Context: an optimization exercise on an open-source flow, tuned for small area. The choices shown serve that exercise and are no tape-out recipe. Function was checked by simulation only, so behaviour that the tests miss may differ from the original. In runs 2 to 4 the design's own scripts or RTL, not TritonCTS, make the clock network. The clock input has no modelled driver; a real chip could not lean on it and would need a root buffer or a full tree. Power figures rest on the tool's default switching activity, not on a simulated workload.

### flow/flow/remap.tcl
# Re-map the combinational logic of the standard synthesis for area. The registers, their
# names and cells, the ports and the flattening stay as the standard synthesis made them.
set lib $::env(LIB)
set dont_use {}
foreach c $::env(DONT_USE_CELLS) { lappend dont_use -dont_use $c }
yosys read_verilog cells_comb.v
yosys read_liberty -lib -ignore_redef $lib
yosys read_verilog std_synth.v
yosys hierarchy -top $::env(FLOW_TOP)
yosys flatten
yosys opt -purge
yosys techmap
yosys opt -fast
yosys abc -script flow/area.abc -liberty $lib {*}$dont_use
yosys opt_clean -purge
yosys write_verilog -noattr -noexpr -nohex -nodec remapped.v
yosys stat -liberty $lib
### flow/flow/genmodels.py
# Verilog models of the platform's combinational cells, from the liberty functions.
# usage: genmodels.py LIBERTY OUT.v
import re, sys
lib=open(sys.argv[1]).read()
out=[]
for c in re.split(r'\n\s*cell\s*\(',lib)[1:]:
    n=re.match(r'\s*"?(\w+)"?',c).group(1)
    if re.search(r'\b(ff|latch|statetable)\s*\(',c): continue
    pins=re.findall(r'pin\s*\(\s*"?(\w+)"?\s*\)\s*\{(.*?)\n\s{8}\}',c,re.S)
    ins=[];outs=[]
    for p,body in pins:
        d=re.search(r'direction\s*:\s*"?(\w+)"?',body)
        if not d: continue
        if d.group(1)=='input': ins.append(p)
        elif d.group(1)=='output':
            f=re.search(r'function\s*:\s*"([^"]*)"',body)
            if not f: break
            outs.append((p,f.group(1)))
    else:
        if not outs or 'tristate' in c: continue
        def conv(f):
            f=f.replace('!','~').replace('*','&').replace('+','|')
            f=re.sub(r'(\w+)\s+(?=[\w(~])',r'\1&',f)  # implicit AND
            f=re.sub(r'\)\s*(?=[\w(~])',r')&',f)
            return f
        body='\n'.join(f'  assign {p} = {conv(f)};' for p,f in outs)
        out.append(f"module {n}({', '.join(ins+[p for p,_ in outs])});\n"+''.join(f'  input {i};\n' for i in ins)+''.join(f'  output {p};\n' for p,_ in outs)+body+'\nendmodule\n')
open(sys.argv[2],'w').write('\n'.join(out))

### flow/flow/cts.tcl
# Clock tree of a single buffer: the clock port drives one clock buffer, which drives every
# register's clock pin.
set R $::env(RES)
read_liberty $::env(LIB)
read_db $R/3_place.odb
read_sdc $R/3_place.sdc
set block [ord::get_db_block]
set n 0; set sx 0; set sy 0
foreach inst [$block getInsts] {
  if {[$inst findITerm CLK] ne "NULL"} {
    set b [$inst getBBox]
    set sx [expr {$sx + ([$b xMin] + [$b xMax]) / 2.0}]
    set sy [expr {$sy + ([$b yMin] + [$b yMax]) / 2.0}]
    incr n
  }
}
set dbu [$block getDbUnitsPerMicron]
set x [expr {$sx / $n / $dbu}]; set y [expr {$sy / $n / $dbu}]
puts "clock sinks $n, centre $x $y"
insert_buffer -buffer_cell $::env(CLKBUF) -net clk -location [list $x $y] -buffer_name clkbuf_root -net_name clknet_root
set bi NULL
foreach i [$block getInsts] { if {[string match clkbuf_root* [$i getName]]} { set bi $i } }
puts "buffer [$bi getName] [[$bi getMaster] getName]"
foreach it [$bi getITerms] { set nt [$it getNet]; if {$nt ne "NULL"} { puts "  [[$it getMTerm] getName] -> [$nt getName]"; $nt setSigType CLOCK } }
[$block findNet clk] setSigType CLOCK
set_propagated_clock [all_clocks]
detailed_placement
check_placement -verbose
estimate_parasitics -placement
report_worst_slack -max
report_worst_slack -min
write_db $R/4_1_cts.odb
write_sdc -no_timestamp $R/4_cts.sdc
### flow/flow/area.abc
strash
dch -f
amap
### flow/standard.sh
#!/bin/bash
# synth_recipe.tcl (not shown) runs the flow's synth.tcl, then flattens the netlist and writes it again
# the make line also repeats each setting of config.mk as NAME=value (left out here)
make -C /OpenROAD-flow-scripts/flow DESIGN_CONFIG=/design/flow/config.mk WORK_HOME=/design/flow/orfs CLKGATE_MAP_FILE= SYNTH_SCRIPT=/design/flow/synth_recipe.tcl "${@:-finish}"
### flow/constraint.sdc
create_clock -name core_clock -period 25.0 [get_ports {clk}]
set_input_delay 5.0000 -clock core_clock [delete_from_list [all_inputs] [get_ports {clk}]]
set_output_delay 5.0000 -clock core_clock [all_outputs]
set_load 0.01 [all_outputs]
### flow/flow/run.sh
#!/bin/bash
# Layout flow: the standard synthesis with its combinational logic re-mapped by ABC for
# area (kept only if proven equivalent), the standard floorplan and placement with one-cell
# port buffers, a clock tree of one buffer, then the standard routing and finish.
# Each tool's output goes to a log_*.txt file here.
set -euo pipefail
W=$(pwd)
R=$W/orfs/results/$FLOW_PLATFORM/sonar/base
export LIB=$FLOW_HOME/platforms/$FLOW_PLATFORM/lib/sky130_fd_sc_hd__tt_025C_1v80.lib
export DONT_USE_CELLS=$(cat flow/dont_use.txt)   # the platform's DONT_USE_CELLS
B="BUFFER_PORTS_ARGS=-buffer_cell sky130_fd_sc_hd__buf_1"

bash standard.sh synth "$B" > log_synth.txt 2>&1
cp $R/1_2_yosys.v std_synth.v
python3 flow/genmodels.py $LIB cells_comb.v
if yosys -c flow/remap.tcl > log_remap.txt 2>&1 && yosys -c flow/equiv.tcl > log_equiv.txt 2>&1; then
  cp remapped.v $R/1_2_yosys.v
  touch $R/1_2_yosys.v
else
  echo "remap not used" >> log_remap.txt
fi
bash standard.sh place "$B" > log_place.txt 2>&1
RES=$R CLKBUF=sky130_fd_sc_hd__clkbuf_16 openroad -no_init -exit flow/cts.tcl > log_cts.txt 2>&1
bash standard.sh finish "$B" > log_finish.txt 2>&1
### flow/flow/equiv.tcl
# Prove that the re-mapped netlist does what the standard synthesis does.
set lib $::env(LIB)
yosys read_verilog cells_comb.v
yosys read_liberty -lib -ignore_redef $lib
yosys read_verilog std_synth.v
yosys rename $::env(FLOW_TOP) gold
yosys read_verilog remapped.v
yosys rename $::env(FLOW_TOP) gate
yosys hierarchy -check
yosys flatten gold gate
yosys opt_clean
yosys techmap
yosys rename -hide w:_*
yosys opt_clean
yosys equiv_make gold gate equiv
yosys hierarchy -top equiv
yosys equiv_simple
yosys equiv_status -assert
### flow/flow/dont_use.txt
sky130_fd_sc_hd__probe_p_8
sky130_fd_sc_hd__probec_p_8
sky130_fd_sc_hd__lpflow_bleeder_1
sky130_fd_sc_hd__lpflow_clkbufkapwr_1
sky130_fd_sc_hd__lpflow_clkbufkapwr_16
sky130_fd_sc_hd__lpflow_clkbufkapwr_2
sky130_fd_sc_hd__lpflow_clkbufkapwr_4
sky130_fd_sc_hd__lpflow_clkbufkapwr_8
sky130_fd_sc_hd__lpflow_clkinvkapwr_1
sky130_fd_sc_hd__lpflow_clkinvkapwr_16
sky130_fd_sc_hd__lpflow_clkinvkapwr_2
sky130_fd_sc_hd__lpflow_clkinvkapwr_4
sky130_fd_sc_hd__lpflow_clkinvkapwr_8
sky130_fd_sc_hd__lpflow_decapkapwr_12
sky130_fd_sc_hd__lpflow_decapkapwr_3
sky130_fd_sc_hd__lpflow_decapkapwr_4
sky130_fd_sc_hd__lpflow_decapkapwr_6
sky130_fd_sc_hd__lpflow_decapkapwr_8
sky130_fd_sc_hd__lpflow_inputiso0n_1
sky130_fd_sc_hd__lpflow_inputiso0p_1
sky130_fd_sc_hd__lpflow_inputiso1n_1
sky130_fd_sc_hd__lpflow_inputiso1p_1
sky130_fd_sc_hd__lpflow_inputisolatch_1
sky130_fd_sc_hd__lpflow_isobufsrc_1
sky130_fd_sc_hd__lpflow_isobufsrc_16
sky130_fd_sc_hd__lpflow_isobufsrc_2
sky130_fd_sc_hd__lpflow_isobufsrc_4
sky130_fd_sc_hd__lpflow_isobufsrc_8
sky130_fd_sc_hd__lpflow_isobufsrckapwr_16
sky130_fd_sc_hd__lpflow_lsbuf_lh_hl_isowell_tap_1
sky130_fd_sc_hd__lpflow_lsbuf_lh_hl_isowell_tap_2
sky130_fd_sc_hd__lpflow_lsbuf_lh_hl_isowell_tap_4
sky130_fd_sc_hd__lpflow_lsbuf_lh_isowell_4
sky130_fd_sc_hd__lpflow_lsbuf_lh_isowell_tap_1
sky130_fd_sc_hd__lpflow_lsbuf_lh_isowell_tap_2
sky130_fd_sc_hd__lpflow_lsbuf_lh_isowell_tap_4
### flow/design.v
`timescale 1ns / 1ps
module sonar(
input clk, rst_n,  
input do_measure,
input sonar_pulse,
output reg [7:0] inches,
output sonar_trigger,
output READY
);
localparam [10:0] C_INIT = 11'd91;                      
localparam [10:0] C_END  = 11'd1771, M_END = 11'd1015;  
localparam [10:0] C_PRE  = 11'd1891, M_PRE = 11'd1503;  
reg s1, s0;
assign READY = ~s1 & ~s0;
assign sonar_trigger = ~s1 & s0;
reg [10:0] c;
reg [7:0] q;
wire e_end = (c & M_END) == (C_END & M_END);
wire e_pre = (c & M_PRE) == (C_PRE & M_PRE);
wire wrap = s0 & e_end & q[4] & q[1];  
wire inc = s0 ? e_pre : e_end;
always @(negedge rst_n or posedge clk)
    if (~rst_n) begin
        s1 <= 1'b0;
        s0 <= 1'b0;
    end else begin
        s1 <= sonar_pulse & (s1 | s0);
        s0 <= s1 ? (s0 & sonar_pulse & ~wrap) : (s0 | do_measure);
    end
always @(posedge clk)
    if (s1 & ~sonar_pulse)
        inches <= q;
always @(posedge clk)
    if (~s1) begin
        c <= C_INIT;
        q <= 8'd12;
    end else begin
        c <= {c[9:0], c[10] ^ c[1] ^ e_end};
        q <= (q + inc) & ~{3'b000, wrap, 2'b00, wrap, 1'b0};
    end
endmodule
### flow/config.mk
export PLATFORM = sky130hd
export DESIGN_NAME = sonar
export DESIGN_NICKNAME = sonar
export VERILOG_FILES = /design/flow/design.v
export SDC_FILE = /design/flow/constraint.sdc
export NUM_CORES = 4
export LEC_CHECK = 0
export CAP_MARGIN = 20
export CORE_AREA = 2 2 58.01 58.01
export DIE_AREA = 0 0 60.01 60.01
export SLEW_MARGIN = 20
==> impl_metrics.tcl, run 1 <==
set metrics [dict create \
    min_from "c[8]$_SDFF_PN0_" \
    drc 0 \
    cp_slowest_cell "sky130_fd_sc_hd__dfrtp_1" \
    setup.worst_path.start_class "register" \
    cell_chain_critical_path "nor2_1 -> buf_1" \
    num-nets-final 105 \
    postLayoutSetupSlackWorst_ns 19.01 \
    worst_path_dominant_cell_family "flip-flops" \
    floorplan.die.height_um 60.0 \
    number_of_antenna_violations_at_the_first_check_in_global_routing 0 \
    power.switching_fraction 0.212 \
    postRouteWirelength_mm 1.47 \
    initial_standard_cell_utilization_of_the_core 0.316 \
    timing.critical_path.buf_inv 1 \
    path_max_fanout 8 \
    final-max-slew-violation-count 0 \
    iteration_0_drc_markers 14 \
    min_delay_path_depth 2 \
    rr_worst_depth 9 \
    fillers 316 \
    setup_repair_after_global_routing_missed_its_margin "false" \
    min_path_type "register to register" \
    worst_ep_required_time_ns 20.00 \
    report.final.setup_viol 0 \
    placed_cells_incl_taps 142 \
    core.rowCount 20 \
    synth.yosys.warnings 1 \
    final.setup.tns_ns 0 \
    layout.cells.most_common_list "19 x sky130_fd_sc_hd__dfxtp_1, 13 x sky130_fd_sc_hd__nor2_1, 13 x sky130_fd_sc_hd__buf_1, 8 x sky130_fd_sc_hd__edfxtp_1, 7 x sky130_fd_sc_hd__nor2b_1" \
    grt_usage 0.0884 \
    clock_latency_ns 0.16 \
    fp.dieArea_um2 3600 \
    first_global_vias 565 \
    crit_path_max_incr_delay_ns 0.47 \
    endpoint_kind "primary output" \
    routed-via-count 607 \
    drt_pass1_iterations 2 \
    outcome "complete, no violations" \
    port_buffers 13 \
    p_comb_frac 0.070 \
    power.static_leakage_uw 0.000352 \
    die_w_um 60.0 \
    hold_violations 0 \
    grt_max_degree 30 \
    worst_pin_slew_ns 0.636 \
    switching_power_uw 16.2 \
    synth_fp_nets 89 \
    critPathArrivalTime_ns 0.99 \
    max_freq_ghz 0.167 \
    r2r_slack_ns 23.01 \
    layout_worst_path_cycle_share 0.240 \
    remaining_max_slew_budget_at_the_tightest_pin 0.574 \
    postSynthAreaPerCell_um2 11.2 \
    seqCellArea_um2 671 \
    cap_violations 0 \
    crit_type "register to primary output" \
    period_needed_ns 5.99 \
    antenna_cells_inserted 0 \
    drt.antenna.violating_nets 0 \
    postSynthCellCount 85 \
    io-pin-count 14 \
    synth_area_um2 956 \
    r2r_end "q[6]$_SDFF_PN0_" \
    multi_input_area_um2 270 \
    grt_first_pass_wirelength_mm 2.54 \
    pwr-share-seq 0.689 \
    viasPerCell 4.24 \
    final-instance-count-excl-fill 143 \
    worstHoldEndpoint "c[9]$_SDFF_PN0_" \
    cts.reportedPaths.clkPinSlew_ns 0.10 \
    max-vdd-ir-drop_mv 0.0331 \
    final_common_cell "sky130_fd_sc_hd__dfxtp_1" \
    timing.rr.start "s0$_DFF_PN0_" \
    core_outline_area_um2 3030 \
    post-dp-hpwl_mm 1.12 \
    fin_skew_ns 0.00813 \
    internal_cell_power_uw 60.1 \
    detail_route.wl_per_cell_um 10.2 \
    routability_congestion_estimate_from_global_placement 0.783 \
    synthToLayoutAreaGrowth_pct 13.5 \
    place_ws_ns 19.02 \
    power.density_cell_area_nw_per_um2 70.3 \
    clock_power_share 0.241 \
    globalRouteOverflowTotal 0 \
    layout-drive-gt1-share 0.0101 \
]
[how the worst max path moves through the flow]
stage | startpoint | endpoint | slack (ns) | cells past startpoint
floorplan | sonar_pulse | inches[0]$_DFFE_PP_ | 19.26 | 1
global placement | sonar_pulse | inches[4]$_DFFE_PP_ | 19.04 | 2
detailed placement | sonar_pulse | inches[4]$_DFFE_PP_ | 19.02 | 2
global route | s1$_DFF_PN0_ | READY | 18.94 | 2
finish | s1$_DFF_PN0_ | READY | 19.01 | 2
[layout make-up]
class	instances	share of cell area
Sequential cell	29	0.618
Multi-Input combinational cell	52	0.249
Tap cell	44	0.0507
Timing Repair Buffer	13	0.0450
Clock buffer	1	0.0231
Inverter	4	0.0138
[layer usage]
layer / GRT usage / vias up / wire, µm
met5: 0 / - / 0
met4: 0 / 0 / 0
met3: 0.0152 / 0 / 80
met2: 0.146 / 9 / 641
met1: 0.130 / 276 / 743
li1: - / 322 / -
[per-stage QoR]
stage / hold WS (ns) / util / power [µW] / cell area, µm²
global placement: 0.426 / 0.350 / 59.0 / 1060
detailed placement: 0.429 / 0.350 / 59.2 / 1060
finish: 0.451 / 0.358 / 76.3 / 1080
global route: 0.477 / 0.358 / 79.8 / 1080
floorplan: 0.412 / - / 56.8 / 956
[worst reg2reg max path, stage by stage, from the launching register on]
cell and delay (ns):
sky130_fd_sc_hd__dfrtp_1 0.43, sky130_fd_sc_hd__nand3_1 0.09, sky130_fd_sc_hd__o32a_1 0.28, sky130_fd_sc_hd__nor2_1 0.14, sky130_fd_sc_hd__and2_0 0.21, sky130_fd_sc_hd__and3_1 0.22
sky130_fd_sc_hd__nand2_1 0.12, sky130_fd_sc_hd__nor2_1 0.22, sky130_fd_sc_hd__a21oi_1 0.10, sky130_fd_sc_hd__nor3_1 0.11
[state kept, by name, indices dropped and copies added (netlist names)]
signal and cells:
q 8, inches 8, s1 1, s0 1, c 11
[power by group through the flow]
stage                     combinational, µW  sequential (µW)  clock (µW)
after floorplan                        3.39             53.5           0
after global routing                   6.15             53.2        20.5
final                                  5.36             52.6        18.4
after global placement                 5.35             53.7           0
after detailed placement               5.47             53.7           0
==> run 2: changes to the inputs <==
--- a/flow/design.v
+++ b/flow/design.v
@@ -15,3 +15,5 @@
 assign sonar_trigger = ~s1 & s0;
-reg [10:0] c;
+localparam [10:0] P = 11'b01010101010;
+reg [10:0] cs;
+wire [10:0] c = cs ^ P;
 reg [7:0] q;
@@ -34,6 +36,6 @@
     if (~s1) begin
-        c <= C_INIT;
+        cs <= C_INIT ^ P;
         q <= 8'd12;
     end else begin
-        c <= {c[9:0], c[10] ^ c[1] ^ e_end};
+        cs <= {c[9:0], c[10] ^ c[1] ^ e_end} ^ P;
         q <= (q + inc) & ~{3'b000, wrap, 2'b00, wrap, 1'b0};
==> flow/flow/run.sh (replaced) <==
#!/bin/bash
# Layout flow: the standard synthesis with its combinational logic re-mapped by ABC for
# area (the smallest of a few ABC scripts, applied for up to three rounds, and used only if
# proven equivalent to the standard synthesis), the standard floorplan and placement with
# one-cell port buffers, a clock tree of two inverters, then the standard routing and finish.
# Each tool's output goes to a log_*.txt file here.
set -euo pipefail
W=$(pwd)
R=$W/orfs/results/$FLOW_PLATFORM/sonar/base
export LIB=$FLOW_HOME/platforms/$FLOW_PLATFORM/lib/sky130_fd_sc_hd__tt_025C_1v80.lib
export DONT_USE_CELLS=$(cat flow/dont_use.txt)   # the platform's DONT_USE_CELLS
B="BUFFER_PORTS_ARGS=-buffer_cell sky130_fd_sc_hd__buf_1"
area() { awk '/Chip area/ {print $NF}' $1; }

bash standard.sh synth "$B" > log_synth.txt 2>&1
cp $R/1_2_yosys.v std_synth.v
python3 flow/genmodels.py $LIB cells_comb.v
mkdir -p remap
cp std_synth.v remap/best.v
best=1e9
for round in 1 2 3; do
  improved=0
  for s in flow/abc/*.abc; do
    k=$(basename $s .abc)
    if IN=remap/best.v OUT=remap/r${round}_$k.v ABC=$s yosys -c flow/remap.tcl > log_remap_r${round}_$k.txt 2>&1; then
      a=$(area remap/r${round}_$k.v.area)
      echo "round $round $k $a" >> log_remap_summary.txt
      if awk "BEGIN{exit !($a < $best - 0.01)}"; then best=$a; cand=remap/r${round}_$k.v; improved=1; fi
    fi
  done
  [ $improved = 1 ] || break
  cp $cand remap/best.v
done
echo "best $best" >> log_remap_summary.txt
if [ $best != 1e9 ] && GATE=remap/best.v yosys -c flow/equiv.tcl > log_equiv.txt 2>&1; then
  cp remap/best.v $R/1_2_yosys.v
  touch $R/1_2_yosys.v
  echo "re-mapped netlist used" >> log_remap_summary.txt
else
  echo "re-mapped netlist not used" >> log_remap_summary.txt
fi
bash standard.sh place "$B" > log_place.txt 2>&1
RES=$R INV1=sky130_fd_sc_hd__inv_2 INV2=sky130_fd_sc_hd__inv_12 openroad -no_init -exit flow/cts.tcl > log_cts.txt 2>&1
bash standard.sh finish "$B" > log_finish.txt 2>&1
==> flow/flow/abc/a1.abc (new file) <==
strash
dch -f
amap
==> flow/flow/abc/a2.abc (new file) <==
strash
dc2
dch -f
amap
==> flow/flow/abc/a3.abc (new file) <==
strash
dch
amap
==> flow/flow/abc/a4.abc (new file) <==
strash
fraig
dch -f
amap
==> flow/flow/abc/a5.abc (new file) <==
strash
ifraig
scorr
dc2
dch -f
amap
==> flow/flow/abc/a6.abc (new file) <==
strash
dch -f
amap
strash
dch -f
amap
==> flow/flow/abc/a7.abc (new file) <==
&get -n
&st
&dch -f
&nf -R 1000
&put
==> flow/flow/cts.tcl (replaced) <==
# Clock tree of two inverters in series: the clock port drives a small inverter, which drives a
# large one, which drives every register's clock pin.
set R $::env(RES)
read_liberty $::env(LIB)
read_db $R/3_place.odb
read_sdc $R/3_place.sdc
set db [ord::get_db]
set block [ord::get_db_block]
set clk [$block findNet clk]
set sinks {}
set n 0; set sx 0; set sy 0
foreach it [$clk getITerms] {
  lappend sinks $it
  set b [[$it getInst] getBBox]
  set sx [expr {$sx + ([$b xMin] + [$b xMax]) / 2}]
  set sy [expr {$sy + ([$b yMin] + [$b yMax]) / 2}]
  incr n
}
set x [expr {$sx / $n}]; set y [expr {$sy / $n}]
puts "clock sinks $n, centre $x $y"
set i1 [odb::dbInst_create $block [$db findMaster $::env(INV1)] clkinv_0]
set i2 [odb::dbInst_create $block [$db findMaster $::env(INV2)] clkinv_1]
set n1 [odb::dbNet_create $block clknet_0]
set n2 [odb::dbNet_create $block clknet_1]
foreach it $sinks { $it disconnect; $it connect $n2 }
[$i1 findITerm A] connect $clk
[$i1 findITerm Y] connect $n1
[$i2 findITerm A] connect $n1
[$i2 findITerm Y] connect $n2
foreach nt [list $clk $n1 $n2] { $nt setSigType CLOCK }
$i1 setLocation $x $y; $i1 setPlacementStatus PLACED
$i2 setLocation $x $y; $i2 setPlacementStatus PLACED
global_connect
set_propagated_clock [all_clocks]
detailed_placement
check_placement -verbose
estimate_parasitics -placement
report_worst_slack -max
report_worst_slack -min
write_db $R/4_1_cts.odb
write_sdc -no_timestamp $R/4_cts.sdc
--- a/flow/flow/equiv.tcl
+++ b/flow/flow/equiv.tcl
@@ -6,3 +6,3 @@
 yosys rename $::env(FLOW_TOP) gold
-yosys read_verilog remapped.v
+yosys read_verilog $::env(GATE)
 yosys rename $::env(FLOW_TOP) gate
==> flow/flow/remap.tcl (replaced) <==
# Re-map the combinational logic of a netlist ($IN) with the ABC script $ABC, for area. The
# registers, their names and cells, the ports and the flattening stay as they are. Writes
# $OUT and its cell area to $OUT.area.
set lib $::env(LIB)
set dont_use {}
foreach c $::env(DONT_USE_CELLS) { lappend dont_use -dont_use $c }
yosys read_verilog cells_comb.v
yosys read_liberty -lib -ignore_redef $lib
yosys read_verilog $::env(IN)
yosys hierarchy -top $::env(FLOW_TOP)
yosys flatten
yosys opt -purge
yosys techmap
yosys opt -fast
yosys abc -script $::env(ABC) -liberty $lib {*}$dont_use
yosys opt_clean -purge
yosys write_verilog -noattr -noexpr -nohex -nodec $::env(OUT)
yosys tee -o $::env(OUT).area stat -liberty $lib
removed: flow/flow/area.abc
==> impl_metrics.tcl, run 2 <==
set metrics [dict create \
    outcome "complete, no violations" \
    cell_chain_critical_path "nor2_1 -> buf_1" \
    routed-via-count 605 \
    setup.worst_path.start_class "register" \
    max-vdd-ir-drop_mv 0.0232 \
    viasPerCell 4.23 \
    post-dp-hpwl_mm 1.05 \
    min_delay_path_depth 1 \
    endpoint_kind "primary output" \
    p_comb_frac 0.066 \
    antenna_cells_inserted 0 \
    postRouteWirelength_mm 1.32 \
    postSynthAreaPerCell_um2 11.1 \
    num-nets-final 105 \
    final-max-slew-violation-count 0 \
    grt_max_degree 30 \
    hold_ws_ns 0.400 \
    min_path_type "register to register" \
    crit_path_max_incr_delay_ns 0.52 \
    internal_cell_power_uw 55.0 \
    cp_slowest_cell "sky130_fd_sc_hd__dfrtp_1" \
    core_outline_area_um2 3030 \
    initial_standard_cell_utilization_of_the_core 0.309 \
    design_power_total_uw 74.3 \
    final.setup.tns_ns 0 \
    grt_usage 0.0761 \
    pwr-share-seq 0.712 \
    max_flop_register "cs" \
    cts.reportedPaths.clkPinSlew_ns 0.09 \
    number_of_flip_flops_in_the_largest_register 11 \
    crit_type "register to primary output" \
    globalRouteOverflowTotal 0 \
    max_freq_ghz 0.166 \
    worst_ep_required_time_ns 20.00 \
    die_w_um 60.0 \
    grt_first_pass_wirelength_mm 2.24 \
    setup_repair_after_global_routing_missed_its_margin "false" \
    drt.antenna.violating_nets 0 \
    layout_worst_path_cycle_share 0.241 \
    synth_fp_nets 88 \
    final_common_cell "sky130_fd_sc_hd__dfxtp_1" \
    layout-drive-gt1-share 0.0202 \
    remaining_max_slew_budget_at_the_tightest_pin 0.594 \
    hold_violations 0 \
    rr_worst_depth 10 \
    path_max_fanout 13 \
    final-instance-count-excl-fill 143 \
    floorplan.die.height_um 60.0 \
    synth.yosys.warnings 1 \
    switching_power_uw 19.3 \
    power.density_cell_area_nw_per_um2 70.2 \
    fillers 308 \
    synthToLayoutAreaGrowth_pct 13.3 \
    core.rowCount 20 \
    fp.dieArea_um2 3600 \
    largest_registers "cs x11, inches x8, q x8" \
    number_of_antenna_violations_at_the_first_check_in_global_routing 0 \
    power.static_leakage_uw 0.000356 \
    drc 0 \
    clock_power_share 0.222 \
    clock_latency_ns 0.15 \
    port_buffers 13 \
    postSynthCellCount 84 \
    layout.cells.most_common_list "19 x sky130_fd_sc_hd__dfxtp_1, 16 x sky130_fd_sc_hd__nor2_1, 13 x sky130_fd_sc_hd__buf_1, 10 x sky130_fd_sc_hd__nand2_1, 8 x sky130_fd_sc_hd__edfxtp_1" \
    critPathArrivalTime_ns 1.03 \
    iteration_0_drc_markers 1 \
    power.switching_fraction 0.260 \
    worst_pin_slew_ns 0.606 \
    placed_cells_incl_taps 141 \
    period_needed_ns 6.03 \
    synth_area_um2 935 \
    drt_pass1_iterations 4 \
    first_global_vias 537 \
    detail_route.wl_per_cell_um 9.26 \
    routability_congestion_estimate_from_global_placement 0.721 \
    cap_violations 0 \
    io-pin-count 14 \
    report.final.setup_viol 0 \
    fin_skew_ns 0.00269 \
]
run 2: path summary, 6_finish.rpt:
check	from	end	slack (ns)
worst max-delay path	s1$_DFF_PN0_	sonar_trigger	18.97
worst min-delay path	cs[5]$_SDFF_PN1_	cs[6]$_SDFF_PN1_	0.40
worst max register to register	cs[8]$_SDFF_PN0_	q[7]$_SDFF_PN0_	22.40
worst min register to register	cs[5]$_SDFF_PN1_	cs[6]$_SDFF_PN1_	0.40
max in group asynchronous	rst_n	s1$_DFF_PN0_	20.25
min in group asynchronous	rst_n	s0$_DFF_PN0_	4.61
run 2: per-layer routing:
metal | track usage | part of all wire | up-vias
met5 | 0 | 0 | -
met4 | 0 | 0 | 0
met3 | 0.00866 | 0.043 | 0
met2 | 0.141 | 0.48 | 10
met1 | 0.100 | 0.48 | 272
li1 | - | - | 323
run 2: per-stage QoR:
step	instance area [µm²]	util	setup slack, ns
finish	1060	0.350	18.97
global route	1060	0.350	18.87
detailed placement	1040	0.343	19.03
global placement	1040	0.343	19.07
floorplan	935	-	19.26
run 2: power groups by stage:
stage,logic [µW],registers [µW],clock network (µW)
2_1_floorplan,3.03,53.7,0
3_3_place_gp,4.91,53.9,0
6_report,4.90,52.9,16.5
3_5_place_dp,5.03,54.0,0
5_1_grt,5.69,53.2,19.0
run 2: critical path: cells and delay by family, from the launching register on:
kind,cells,cell delay (ns)
buf+inv,1,0.17
flops,1,0.52
simple gates,1,0.18
run 2: cell type report:
class / count / area (µm²) / area share
inverters: 7 / 38.8 / 0.0366
multi-input cells: 50 / 245 / 0.232
flip-flops and latches: 29 / 671 / 0.634
well taps: 44 / 55.1 / 0.0520
repair buffers: 13 / 48.8 / 0.0461
==> run 3: changes to the inputs <==
--- a/flow/flow/run.sh
+++ b/flow/flow/run.sh
@@ -4,3 +4,3 @@
 # proven equivalent to the standard synthesis), the standard floorplan and placement with
-# one-cell port buffers, a clock tree of two inverters, then the standard routing and finish.
+# one-cell port buffers, a clock tree of three inverters, then the standard routing and finish.
 # Each tool's output goes to a log_*.txt file here.
@@ -42,3 +42,3 @@
 bash standard.sh place "$B" > log_place.txt 2>&1
-RES=$R INV1=sky130_fd_sc_hd__inv_2 INV2=sky130_fd_sc_hd__inv_12 openroad -no_init -exit flow/cts.tcl > log_cts.txt 2>&1
+RES=$R INV1=sky130_fd_sc_hd__inv_2 INV2=sky130_fd_sc_hd__inv_4 SPLITIDX=0 openroad -no_init -exit flow/cts.tcl > log_cts.txt 2>&1
 bash standard.sh finish "$B" > log_finish.txt 2>&1
--- a/flow/flow/cts.tcl
+++ b/flow/flow/cts.tcl
@@ -1,3 +1,3 @@
-# Clock tree of two inverters in series: the clock port drives a small inverter, which drives a
-# large one, which drives every register's clock pin.
+# Clock tree of three inverters: the clock port drives a small inverter, which drives two
+# larger ones, each driving the clock pins of one half of the registers (split by x).
 set R $::env(RES)
@@ -21,13 +21,25 @@
 set i1 [odb::dbInst_create $block [$db findMaster $::env(INV1)] clkinv_0]
-set i2 [odb::dbInst_create $block [$db findMaster $::env(INV2)] clkinv_1]
 set n1 [odb::dbNet_create $block clknet_0]
-set n2 [odb::dbNet_create $block clknet_1]
-foreach it $sinks { $it disconnect; $it connect $n2 }
 [$i1 findITerm A] connect $clk
 [$i1 findITerm Y] connect $n1
-[$i2 findITerm A] connect $n1
-[$i2 findITerm Y] connect $n2
-foreach nt [list $clk $n1 $n2] { $nt setSigType CLOCK }
 $i1 setLocation $x $y; $i1 setPlacementStatus PLACED
-$i2 setLocation $x $y; $i2 setPlacementStatus PLACED
+$clk setSigType CLOCK; $n1 setSigType CLOCK
+# split the sinks in two halves by x, each driven by its own inverter
+set xs {}
+foreach it $sinks { set b [[$it getInst] getBBox]; lappend xs [list [expr {([$b xMin]+[$b xMax])/2}] [expr {([$b yMin]+[$b yMax])/2}] $it] }
+set xs [lsort -integer -index $::env(SPLITIDX) $xs]
+set h [expr {[llength $xs] / 2}]
+set groups [list [lrange $xs 0 [expr {$h-1}]] [lrange $xs $h end]]
+set g 0
+foreach grp $groups {
+  incr g
+  set i2 [odb::dbInst_create $block [$db findMaster $::env(INV2)] clkinv_$g]
+  set n2 [odb::dbNet_create $block clknet_$g]
+  $n2 setSigType CLOCK
+  set gx 0; set gy 0
+  foreach e $grp { lassign $e ex ey it; set gx [expr {$gx+$ex}]; set gy [expr {$gy+$ey}]; $it disconnect; $it connect $n2 }
+  [$i2 findITerm A] connect $n1
+  [$i2 findITerm Y] connect $n2
+  $i2 setLocation [expr {$gx/[llength $grp]}] [expr {$gy/[llength $grp]}]; $i2 setPlacementStatus PLACED
+}
 global_connect
==> impl_metrics.tcl, run 3 <==
set metrics [dict create \
    core_outline_area_um2 3030 \
    hold_violations 0 \
    cp_slowest_cell "sky130_fd_sc_hd__dfrtp_1" \
    cap_violations 0 \
    die_w_um 60.0 \
    endpoint_kind "primary output" \
    period_needed_ns 6.07 \
    critPathArrivalTime_ns 1.07 \
    postLayoutSetupSlackWorst_ns 18.93 \
    grt_first_pass_wirelength_mm 2.30 \
    final_common_cell "sky130_fd_sc_hd__dfxtp_1" \
    max-vdd-ir-drop_mv 0.0334 \
    viasPerCell 4.26 \
    routed-via-count 614 \
    postSynthAreaPerCell_um2 11.1 \
    io-pin-count 14 \
    drc 0 \
    final-max-slew-violation-count 0 \
    rr_worst_depth 10 \
    num-nets-final 106 \
    synth.yosys.warnings 1 \
    min_path_type "register to register" \
    power.density_cell_area_nw_per_um2 69.6 \
    place_ws_ns 19.03 \
    layout-drive-gt1-share 0.0300 \
    port_buffers 13 \
    setup.worst_path.start "s1$_DFF_PN0_" \
    routability_congestion_estimate_from_global_placement 0.721 \
    outcome "complete, no violations" \
    design_power_total_uw 73.4 \
    setup.worst_path.start_class "register" \
    layout.cells.most_common_list "19 x sky130_fd_sc_hd__dfxtp_1, 16 x sky130_fd_sc_hd__nor2_1, 13 x sky130_fd_sc_hd__buf_1, 10 x sky130_fd_sc_hd__nand2_1, 8 x sky130_fd_sc_hd__edfxtp_1" \
    final.setup.tns_ns 0 \
    fp.dieArea_um2 3600 \
    report.final.setup_viol 0 \
    postSynthCellCount 84 \
    timing.critical_path.buf_inv 1 \
    final-instance-count-excl-fill 144 \
    largest_registers "cs x11, inches x8, q x8" \
    timing.critical_path.depth 2 \
    grt_usage 0.0783 \
    drt_pass1_iterations 4 \
    number_of_flip_flops_in_the_largest_register 11 \
    globalRouteOverflowTotal 0 \
    min_delay_path_depth 1 \
    crit_path_max_incr_delay_ns 0.54 \
    synth_area_um2 935 \
    post-dp-hpwl_mm 1.05 \
    iteration_0_drc_markers 1 \
    core.rowCount 20 \
    postRouteWirelength_mm 1.35 \
    placed_cells_incl_taps 141 \
    synth_fp_nets 88 \
    grt_max_degree 16 \
    worst_ep_required_time_ns 20.00 \
    path_max_fanout 13 \
    antenna_cells_inserted 0 \
    remaining_max_slew_budget_at_the_tightest_pin 0.601 \
    layout_worst_path_cycle_share 0.243 \
    worst_path_dominant_cell_family "flip-flops" \
    synthToLayoutAreaGrowth_pct 12.9 \
    max_freq_ghz 0.165 \
    floorplan.die.height_um 60.0 \
    drt.antenna.violating_nets 0 \
    min_from "cs[5]$_SDFF_PN1_" \
    number_of_antenna_violations_at_the_first_check_in_global_routing 0 \
    worst_pin_slew_ns 0.596 \
    max_flop_register "cs" \
    cell_chain_critical_path "nor2_1 -> buf_1" \
    cts.reportedPaths.clkPinSlew_ns 0.11 \
    initial_standard_cell_utilization_of_the_core 0.309 \
    power.static_leakage_uw 0.000358 \
    timing.rr.start "cs[8]$_SDFF_PN0_" \
    fin_skew_ns 0.00287 \
    detail_route.wl_per_cell_um 9.40 \
    setup_repair_after_global_routing_missed_its_margin "false" \
    clock_latency_ns 0.16 \
    first_global_vias 548 \
    crit_type "register to primary output" \
]
## run 3: cell types whose count changed in the layout (fill, tap and decap cells not counted)
cell / delta
sky130_fd_sc_hd__inv_4: +2
sky130_fd_sc_hd__inv_12: -1
## run 3: final timing paths
kind | to | slack (ns)
max | sonar_trigger | 18.93
min | cs[6]$_SDFF_PN1_ | 0.40
max reg2reg | q[7]$_SDFF_PN0_ | 22.40
min reg2reg | cs[6]$_SDFF_PN1_ | 0.40
max in group asynchronous | s1$_DFF_PN0_ | 20.26
min in group asynchronous | s0$_DFF_PN0_ | 4.60
## run 3: metal layers
metal,part of all wire,global-route usage,routed length [µm],vias to the layer above
met5,0,0,0,-
met4,0,0.00317,0,0
met3,0.061,0.0173,82,0
met2,0.44,0.137,602,13
met1,0.49,0.104,669,275
li1,-,-,-,326
## run 3: per-stage QoR
stage / hold WS, ns / instance area (µm²) / utilization
after floorplan: 0.361 / 935 / -
after global placement: 0.378 / 1040 / 0.343
after detailed placement: 0.378 / 1040 / 0.343
after global routing: 0.423 / 1050 / 0.348
final: 0.403 / 1050 / 0.348
## run 3: report_power, final
part	internal [µW]	switching [µW]
clock	1.86	13.8
combinational	1.58	3.34
sequential	50.8	2.04
## run 3: area by class of cell
class,instances,area [µm²]
inverters,8,35.0
fillers,311,1970
multi-input cells,50,245
well taps,44,55.1
flip-flops and latches,29,671
repair buffers,13,48.8
==> run 4: changes to the inputs <==
--- a/flow/design.v
+++ b/flow/design.v
@@ -9,5 +9,5 @@
 );
-localparam [10:0] C_INIT = 11'd91;                      
-localparam [10:0] C_END  = 11'd1771, M_END = 11'd1015;  
-localparam [10:0] C_PRE  = 11'd1891, M_PRE = 11'd1503;  
+localparam [10:0] C_INIT = 11'd1326;                    
+localparam [10:0] C_END  = 11'd1885, M_END = 11'd959;   
+localparam [10:0] C_PRE  = 11'd1747, M_PRE = 11'd1919;  
 reg s1, s0;
@@ -39,3 +39,3 @@
     end else begin
-        cs <= {c[9:0], c[10] ^ c[1] ^ e_end} ^ P;
+        cs <= {c[9:0], c[10] ^ c[8] ^ e_end} ^ P;
         q <= (q + inc) & ~{3'b000, wrap, 2'b00, wrap, 1'b0};
==> impl_metrics.tcl, run 4 <==
set metrics [dict create \
    outcome "complete, no violations" \
    report.final.setup_viol 0 \
    fin_skew_ns 0.00462 \
    drc 0 \
    final_common_cell "sky130_fd_sc_hd__nor2_1" \
    worst_ep_required_time_ns 20.00 \
    setup.worst_path.start_class "register" \
    postSynthCellCount 87 \
    final-max-slew-violation-count 0 \
    initial_standard_cell_utilization_of_the_core 0.311 \
    viasPerCell 4.39 \
    cell_chain_critical_path "nor2_1 -> buf_1" \
    synth.yosys.warnings 1 \
    layout_worst_path_cycle_share 0.241 \
    placed_cells_incl_taps 144 \
    io-pin-count 14 \
    synth_area_um2 942 \
    setup.worst_path.start "s1$_DFF_PN0_" \
    timing.rr.start "cs[9]$_SDFF_PN1_" \
    antenna_cells_inserted 0 \
    layout-drive-gt1-share 0.0291 \
    max_flop_register "cs" \
    multi_input_area_um2 260 \
    globalRouteOverflowTotal 0 \
    grt_first_pass_wirelength_mm 2.55 \
    largest_registers "cs x11, inches x8, q x8" \
    cap_violations 0 \
    fillers 333 \
    seqCellArea_um2 671 \
    path_max_fanout 13 \
    num-nets-final 109 \
    port_buffers 13 \
    core_outline_area_um2 3030 \
    r2r_slack_ns 22.16 \
    clock_latency_ns 0.16 \
    number_of_flip_flops_in_the_largest_register 11 \
    cts.reportedPaths.clkPinSlew_ns 0.12 \
    hold_violations 0 \
    iteration_0_drc_markers 23 \
    number_of_antenna_violations_at_the_first_check_in_global_routing 0 \
    detail_route.wl_per_cell_um 10.3 \
    routed-via-count 645 \
    die_w_um 60.0 \
    grt_max_degree 16 \
    synthToLayoutAreaGrowth_pct 12.7 \
    min_path_type "register to register" \
    first_global_vias 587 \
    final-instance-count-excl-fill 147 \
    postRouteWirelength_mm 1.52 \
    worst_pin_slew_ns 0.584 \
    rr_worst_depth 11 \
    setup_repair_after_global_routing_missed_its_margin "false" \
    design_power_total_uw 74.3 \
    max-vdd-ir-drop_mv 0.0492 \
    r2r_end "q[7]$_SDFF_PN0_" \
    synth_fp_nets 91 \
    floorplan.die.height_um 60.0 \
    cp_slowest_cell "sky130_fd_sc_hd__dfrtp_1" \
    max_freq_ghz 0.166 \
    drt_pass1_iterations 4 \
    crit_path_max_incr_delay_ns 0.52 \
    critPathArrivalTime_ns 1.02 \
    final.setup.tns_ns 0 \
    post-dp-hpwl_mm 1.19 \
    grt_usage 0.0901 \
    postSynthAreaPerCell_um2 10.8 \
    fp.dieArea_um2 3600 \
    period_needed_ns 6.02 \
    core.rowCount 20 \
    remaining_max_slew_budget_at_the_tightest_pin 0.609 \
    crit_type "register to primary output" \
    drt.antenna.violating_nets 0 \
    layout.cells.most_common_list "21 x sky130_fd_sc_hd__nor2_1, 19 x sky130_fd_sc_hd__dfxtp_1, 13 x sky130_fd_sc_hd__buf_1, 8 x sky130_fd_sc_hd__nand2_1, 8 x sky130_fd_sc_hd__edfxtp_1" \
    routability_congestion_estimate_from_global_placement 0.791 \
    end_point_of_the_critical_path "sonar_trigger" \
    endpoint_kind "primary output" \
    power.density_cell_area_nw_per_um2 69.9 \
    power.static_leakage_uw 0.000378 \
]
==> run 4: worst min-delay path by stage <==
stage	startpoint	end	slack [ns]	cells past startpoint
after floorplan	cs[9]$_SDFF_PN1_	cs[10]$_SDFF_PN1_	0.36	1
after global routing	cs[9]$_SDFF_PN1_	cs[10]$_SDFF_PN1_	0.42	1
final	cs[9]$_SDFF_PN1_	cs[10]$_SDFF_PN1_	0.40	1
after global placement	cs[9]$_SDFF_PN1_	cs[10]$_SDFF_PN1_	0.38	1
after detailed placement	cs[9]$_SDFF_PN1_	cs[10]$_SDFF_PN1_	0.38	1
==> run 4: worst max-delay path: cells and delay by family, from the launching register on <==
kind                   cells  cell delay (ns)
flip-flops                 1             0.52
AND/OR/NAND/NOR            1             0.17
buffers and inverters      1             0.17
==> run 4: routing by layer <==
layer	part of all wire	vias to the layer above	global-route usage
met4	0	0	0.00952
met3	0.063	0	0.0195
met2	0.50	19	0.158
met1	0.44	299	0.117
li1	-	327	-
met5	0	-	0
==> run 4: stage by stage <==
stage / hold WS (ns) / util / instance area, µm² / setup WS [ns]
after floorplan: 0.361 / - / 942 / 19.26
after global placement: 0.385 / 0.345 / 1050 / 19.07
after detailed placement: 0.383 / 0.345 / 1050 / 19.03
after global routing: 0.423 / 0.351 / 1060 / 18.88
final: 0.404 / 0.351 / 1060 / 18.98
==> run 4: cell type report <==
class,count,area share
flip-flops and latches,29,0.631
multi-input cells,55,0.245
inverters,6,0.0259
well taps,44,0.0518
repair buffers,13,0.0459
==> run 4: where the power goes <==
group | switching [µW] | internal (µW) | leakage, µW
sequential | 2.19 | 51.2 | 0.000249
clock | 13.8 | 1.89 | 0.0000132
combinational | 3.36 | 1.82 | 0.000115
total | 19.4 | 54.9 | 0.000378

## port drivers added, routing unchanged
How much do the figures lean on ideal ports? The routed layouts below were timed once more, with nothing changed but the port constraints.
Step 1 assumes that a clkbuf_16 drives the clock port and a buf_2 every other input.
Step 2 times the ports against the registers' clock, not the clock port: input delays grow and output delays shrink by t, the midpoint of the rising clock arrivals with the driver on.
Slacks: no drivers / after step 1 / after step 2; pairs: no drivers / after step 1.
run | t, ns | slack for setup (ns) | hold WS [ns] | worst register clock-pin slew, ns | cell pins on the clock port's net
run 1 | 0.186 | 19.012 / 18.987 / 19.021 | 0.451 / 0.451 / 0.451 | 0.10 / 0.10 | 1
run 2 | 0.176 | 18.974 / 18.951 / 19.058 | 0.400 / 0.400 / 0.400 | 0.09 / 0.09 | 1
run 3 | 0.183 | 18.931 / 18.908 / 19.073 | 0.403 / 0.403 / 0.403 | 0.11 / 0.11 | 1
run 4 | 0.180 | 18.976 / 18.952 / 19.073 | 0.404 / 0.404 / 0.404 | 0.12 / 0.12 | 1
After both steps every run listed still meets setup and hold.
